Background: an optimization exercise with open tools, aiming at small area and a short achievable clock period. Do not read the settings as production practice.
Only simulation tests tie the RTL to the original design; equivalence was not proved.

Setup of wip/yarrow:
==> flow/design.v <==
module MUX16to1(
input [15:0] select,
input [32*15-1:0] regs,
input [31:0] r15,
output reg [31:0] mux_out
);
integer k;
always @* begin
  mux_out = r15 & {32{select[15]}};
  for (k = 0; k < 15; k = k + 1)
    mux_out = mux_out | (regs[32*k +: 32] & {32{select[k]}});
end
endmodule
module ADDER_FOUR(
input [31:0] base,
input [7:0] offset,
output [31:0] addr
);
assign addr = base + {24'd0, offset};
endmodule
module ALU(
input [31:0] A,
input [31:0] B,
input sub,
input is_and,
input is_orr,
output [31:0] F,
output Z
);
wire [31:0] sum = A + (B ^ {32{sub}}) + {31'd0, sub};
assign F = is_and ? (A & B) : is_orr ? (A | B) : sum;
assign Z = (F == 32'd0);
endmodule
module SHIFTER(
input [31:0] data_in,
input [7:0] amount,
input is_lsr,
output [31:0] shifter_output
);
wire [4:0] n = amount[4:0];
wire [4:0] ra = is_lsr ? (5'd0 - n) : n;
wire [63:0] rot2 = {data_in, data_in} << ra;
wire [31:0] rot = rot2[63:32];
reg [31:0] keep;
integer j;
always @* begin
  for (j = 0; j < 32; j = j + 1)
    keep[j] = (amount[7:5] == 3'd0) & (is_lsr ? ({1'b0, n} + j <= 31) : (j >= n));
end
assign shifter_output = rot & keep;
endmodule
module Single_Cycle_CPU(
input clock,
input reset,
output [31:0] pc,
input [31:0] instr,
output [31:0] dmem_addr,
output [31:0] dmem_wdata,
output dmem_we,
input [31:0] dmem_rdata
);
wire [3:0] cond = instr[31:28];
wire [1:0] op   = instr[27:26];
wire       I    = instr[25];
wire [3:0] cmd  = instr[24:21];
wire       S    = instr[20];
wire [3:0] rn   = instr[19:16];
wire [3:0] rd   = instr[15:12];
wire [3:0] rm   = instr[3:0];
wire [7:0] imm8 = instr[7:0];
reg [31:2] pcr;
reg z;
wire [32*15-1:0] rf;
assign pc = {pcr, 2'b00};
wire [31:0] pc8 = {pcr[31:3] + 29'd1, pcr[2], 2'b00};
wire dp     = (op == 2'b00);
wire mem    = (op == 2'b01);
wire is_add = dp & ~I & (cmd == 4'b0100);
wire is_sub = dp & ~I & (cmd == 4'b0010);
wire is_and = dp & ~I & (cmd == 4'b0000);
wire is_orr = dp & ~I & (cmd == 4'b1100);
wire is_cmp = dp & ~I & (cmd == 4'b1010);
wire is_lsr = dp &  I & (cmd == 4'b0001);
wire is_lsl = dp &  I & (cmd == 4'b0011);
wire is_ldr = mem & ~I &  S;
wire is_str = mem & ~I & ~S;
wire cond_ok = (cond == 4'b1110) | ((cond == 4'b0000) & z);
wire [3:0] ra2 = op[0] ? rd : rm;
wire [31:0] rd1, rd2;
wire [15:0] sel1 = 16'd1 << rn;
wire [15:0] sel2 = 16'd1 << ra2;
MUX16to1 read1(sel1, rf, pc8, rd1);
MUX16to1 read2(sel2, rf, pc8, rd2);
wire [31:0] alu;
wire alu_z;
ALU alu0(rd1, rd2, is_sub | is_cmp, is_and, is_orr, alu, alu_z);
wire [31:0] shres;
SHIFTER shift0(rd1, imm8, is_lsr, shres);
wire [31:0] result = is_ldr ? dmem_rdata : (is_lsr | is_lsl) ? shres : alu;
genvar g;
wire wr = cond_ok & (is_add | is_sub | is_and | is_orr | is_lsr | is_lsl | is_ldr);
wire [31:0] wdata = result & {32{~reset}};
generate
  for (g = 0; g < 15; g = g + 1) begin : regs
    reg [31:0] q;
    always @(posedge clock)
      if (reset | (wr & (rd == g))) q <= wdata;
    assign rf[32*g +: 32] = q;
  end
endgenerate
wire zw = cond_ok & ((S & (is_add | is_sub | is_and | is_orr)) | is_cmp);
always @(posedge clock) begin
  if (reset) begin
    pcr <= 30'd0;
    z <= 1'b0;
  end else begin
    pcr <= pcr + 30'd1;
    if (zw) z <= alu_z;
  end
end
ADDER_FOUR agu(rd1, imm8, dmem_addr);
assign dmem_wdata = rd2;
assign dmem_we    = cond_ok & is_str;
endmodule
export LEC_CHECK = 0
export CAP_MARGIN = 20
export CORE_MARGIN = 2
export CORE_UTILIZATION = 50
export SLEW_MARGIN = 20
export SYNTH_HIERARCHICAL = 1
create_clock -name core_clock -period 14.0 [get_ports {clock}]
standard.sh (not shown) runs the stock make flow with config.mk's settings and CLKGATE_MAP_FILE= SYNTH_SCRIPT=/design/flow/synth_recipe.tcl, a recipe that flattens the netlist after the stock synthesis.
==> flow/flow/run.sh <==
#!/bin/bash
set -euo pipefail
bash standard.sh \
  SETUP_SLACK_MARGIN=6.5 \
  MATCH_CELL_FOOTPRINT=0 \
  'BUFFER_PORTS_ARGS=-buffer_cell sky130_fd_sc_hd__buf_2' \
  finish > standard_flow.log 2>&1
Input changes introduced in wip/raven (baseline for comparison: wip/yarrow):
- PLACE_DENSITY now 0.75, previously not set
- CTS_CLUSTER_DIAMETER now 80, previously not set
- CTS_BUF_LIST now sky130_fd_sc_hd__clkbuf_16, previously not set
- SETUP_SLACK_MARGIN now 5, previously not set
- CTS_CLUSTER_SIZE now 24, previously not set
- CORE_UTILIZATION now 65, was 50
==> flow/flow/run.sh <==
#!/bin/bash
set -euo pipefail
bash standard.sh \
  'BUFFER_PORTS_ARGS=-buffer_cell sky130_fd_sc_hd__buf_2' \
  finish > standard_flow.log 2>&1
Findings:
wip/raven vs wip/yarrow — global-route usage rose 4.2 points. Going from wip/yarrow to wip/raven, fraction of standard cell area that is sequential grows by 7.4 points. Diff wip/yarrow and wip/raven: cell count lower in wip/raven. Between wip/yarrow and wip/raven, fraction of final layout cells with drive strength greater than 1 decreased. When the final numbers for wip/yarrow and wip/raven were put side by side, the critical path depth turned out to be greater in wip/raven. Diff wip/raven..wip/yarrow | post-synthesis simple-gate area fraction | unchanged. In wip/raven, the non-clock buffer count came out 47% below the value in wip/yarrow. Taking wip/raven as 1.0, wip/yarrow lands at 1.19 on wire length.
Changes in wip/violet relative to wip/raven:
- a change of CORE_UTILIZATION from 65 to 60
- a deleted PLACE_DENSITY that had been 0.75
## What came out
- Portion of the layout cell area used by non-clock buffers: wip/violet vs wip/raven up 0.30 points
- Area growth from synthesis to layout was higher in the run labelled wip/violet.
- The critical path launch point comes out instr[0] in one run and instr[18] in the other, namely in wip/raven and wip/violet respectively.
- Fraction of met2 tracks used by global routing (wip/violet over wip/raven): decrease, 7.1 points
- In the metrics for wip/raven and wip/violet, the one carrying the lower full die area is wip/raven.

## port drivers added, routing unchanged
The results above use ideal ports. As a check the final layouts listed here were re-extracted and re-timed, cells and wires unchanged.
Step 1 assumes that a clkbuf_16 drives the clock port and a buf_2 every other input.
Step 2, shift: input delay + t, output delay - t, t = (earliest + latest rising clock arrival at the registers) / 2. This alone moves slack from input paths to output paths.
a / b / c = ideal ports / drivers / drivers and shift; a / b = the first two.
run	shift t [ns]	slack for setup (ns)	worst hold slack (ns)
wip/yarrow	0.691	5.271 / 5.224 / 4.955	0.493 / 0.493 / 0.493
wip/raven	0.649	4.857 / 4.897 / 4.248	0.520 / 0.520 / 0.520
wip/violet	0.665	5.017 / 4.995 / 4.525	0.548 / 0.548 / 0.548
After both steps setup and hold are still met in every run listed. The setup slack of wip/raven, which loses most, moves by +0.040 ns with the drivers and by -0.609 ns with both steps.
